Background: an optimization exercise with open tools, aiming at small area and a short achievable clock period. Do not read the settings as production practice. Only simulation tests tie the RTL to the original design; equivalence was not proved. Power and IR drop assume default switching activity.

run A:
Design cpu, start of the top module:
module cpu(input clk, reset, interrupt,
           input [7:0] datamem_data, usermem_data_in,
           output [7:0] datamem_address, usermem_address, usermem_data_out,
           output rw,
           output [7:0] v1, v2);
Size in the first run: roughly 630 cells after synthesis, ~88 flip-flops, roughly 60 I/O pins, about 0.0058 mm2 of cells after synthesis.
==> flow/config.mk <==
export PLATFORM = sky130hd
export DESIGN_NAME = cpu
export DESIGN_NICKNAME = cpu
export VERILOG_FILES = /design/flow/design.v
export SDC_FILE = /design/flow/constraint.sdc
export NUM_CORES = 4
export LEC_CHECK = 0
export CAP_MARGIN = 20
export CORE_MARGIN = 2
export CORE_UTILIZATION = 55
export CTS_BUF_LIST = sky130_fd_sc_hd__clkbuf_8
export CTS_CLUSTER_SIZE = 30
export SETUP_SLACK_MARGIN = 4.3
export SLEW_MARGIN = 20
==> flow/constraint.sdc <==
create_clock -name core_clock -period 8.5 [get_ports {clk}]
set_input_delay 1.7000 -clock core_clock [delete_from_list [all_inputs] [get_ports {clk}]]
set_output_delay 1.7000 -clock core_clock [all_outputs]
set_load 0.01 [all_outputs]
standard.sh (not shown) runs the stock make flow with config.mk's settings and CLKGATE_MAP_FILE= SYNTH_SCRIPT=/design/flow/synth_recipe.tcl, a recipe that flattens the netlist after the stock synthesis.
==> flow/flow/run.sh <==
#!/bin/bash
set -euo pipefail
W=$(pwd)
cat > "$W/flow_synth.tcl" <<EOT
proc abc {args} {
  set i [lsearch -exact \$args -script]
  if {\$i >= 0} { set args [lreplace \$args \$i [expr {\$i + 1}] -script $W/flow/abc.script] }
  puts "flow: abc \$args"
  yosys abc {*}\$args
}
source $W/synth_recipe.tcl
EOT
bash standard.sh "SYNTH_SCRIPT=$W/flow_synth.tcl" "ADDER_MAP_FILE=" \
  "BUFFER_PORTS_ARGS=-buffer_cell sky130_fd_sc_hd__buf_2" finish > layout.log 2>&1
==> flow/flow/abc.script <==
strash
dch
&get -n
&dch -f
&nf -a
&put
The inputs of run B differ from those of run A as listed below.
Settings: PLACE_DENSITY now 0.8, previously not set; CORE_UTILIZATION now 65, was 55; SETUP_SLACK_MARGIN now 4.4, was 4.3.
==> flow/flow/run.sh <==
#!/bin/bash
# The standard layout (the standard.sh) with two changes: the port
# buffers are plain buf cells instead of the default delay-buffer cell, and
# Yosys does not map adders to the library's fixed half/full-adder cells
# (ABC maps that logic with the rest). Registers are untouched. ORFS writes
# each step's full log under orfs/logs; make's output goes to layout.log.
set -euo pipefail
bash standard.sh "ADDER_MAP_FILE=" "BUFFER_PORTS_ARGS=-buffer_cell sky130_fd_sc_hd__buf_2" finish > layout.log 2>&1
removed: flow/flow/abc.script
Notes after the runs:
- Run B reports its commonest non-fill, non-tap cell in the layout as edfxtp_1 while run A reports nor2_1.
- | sequential share of layout area | run B vs run A | 2.6 points higher |
- Compared run B against run A; count of clock-buffer cells in the layout within noise.
- Summary of the comparison: met2 usage is higher in run B, relative to run A.
- For the wire length of the first global-routing pass, run B came in 2.5% lower than run A did.
- The critical path startpoint comes out datamem_data[2] in one run and datamem_data[0] in the other, namely in run A and run B respectively.
- The lower combinational fraction of design power of run A and run B is in run B.
- Run B vs. run A: critical path depth +1, count of pins on the block boundary ~0 delta.
- Run B against run A: maximum resistive drop on vdd lost 0.0081 mV, post-placement cell count lost 73, post-CTS resize count lost 61, total global routing track utilization picked up an extra 3.0 points.
## Diff of input files: run C against run B
Settings: swapping 65 for 75 in CORE_UTILIZATION; swapping 0.8 for 0.85 in PLACE_DENSITY.
==> run summary <==
Status: run C FAILED at global routing (tool error)
Looking at the reports, run B completed the entire flow and the layout it produced met the timing, DRC and antenna checks.
On number of cells after detailed placement: between run C and run B, it ends up lower for run C.
Delta (run C minus run B): xor-xnor portion of the synthesized cell area has remained practically unchanged, total placed instance area has remained practically unchanged.
Between run B and run C, the flow reports cell row count decreasing by a little under 10%.
The die height of run C falls short of that of run B by 6.6%.
Comparing run C against run B, there is no change at all in number of synthesized flops with an enable pin.
In the reports for run C and run B, the smaller starting utilization of the core area belongs to run B.
Input-level comparison between run D and run C:
Settings: CORE_UTILIZATION: 75 -> 65; SETUP_SLACK_MARGIN: 4.4 -> 4.3; PLACE_DENSITY: 0.85 -> unset.
### Flow results
Max initial standard-cell utilization of the core across run D and run C: run C
Run D -> run C: number of buffers created by CTS flat
Of run D and run C, only run C fails to finish with a clean layout.
As the logs show, run C stopped at global routing after a tool error, so it never reached the end of the flow.
For cell area reported after detailed placement, run D and run C come out practically identical.
Input changes introduced in run E (baseline for comparison: run D):
Settings: CORE_UTILIZATION changed from 65 to 40; SETUP_SLACK_MARGIN changed from 4.3 to 4.0; CTS_CLUSTER_SIZE removed (was 30).
--- outcome ---
[run E] worst setup slack fell 240 ps relative to run D
Run E: all stages complete, timing, DRC and antenna checks passed
Sequential share of layout area (lower): run D
Run E -> run D: net count of the mapped netlist delta 0, exact match
Diff run D -> run E | final cell count | increase of 63

==> static timing again, ports no longer ideal <==
No port has a modelled driver above. Below, the same layouts with a new extraction and two added sets of constraints.
Step 1, drivers: a clkbuf_16 drives clk and a buf_2 each remaining input, both assumed.
Step 2 times the ports against the registers' clock, not the clock port: input delays grow and output delays shrink by t, the midpoint of the rising clock arrivals with the driver on.
Three values: ideal, step 1, step 2; two values: the first two.
run | t, ns | setup slack, ns | worst setup path after step 2 | worst register clock-pin slew, ns | pins driven straight from the clock port
run A | 0.404 | 4.197 / 4.059 / 3.655 | input to register | 0.10 / 0.10 | 1
run B | 0.404 | 4.395 / 4.348 / 3.944 | input to register | 0.11 / 0.11 | 1
run D | 0.389 | 4.304 / 4.297 / 3.908 | input to register | 0.11 / 0.11 | 1
run E | 0.414 | 4.066 / 4.080 / 3.666 | input to register | 0.09 / 0.09 | 1
After both steps setup and hold are still met in every run listed. For run A, which loses most, drivers alone change the setup slack by -0.138 ns; drivers and shift together by -0.542 ns.
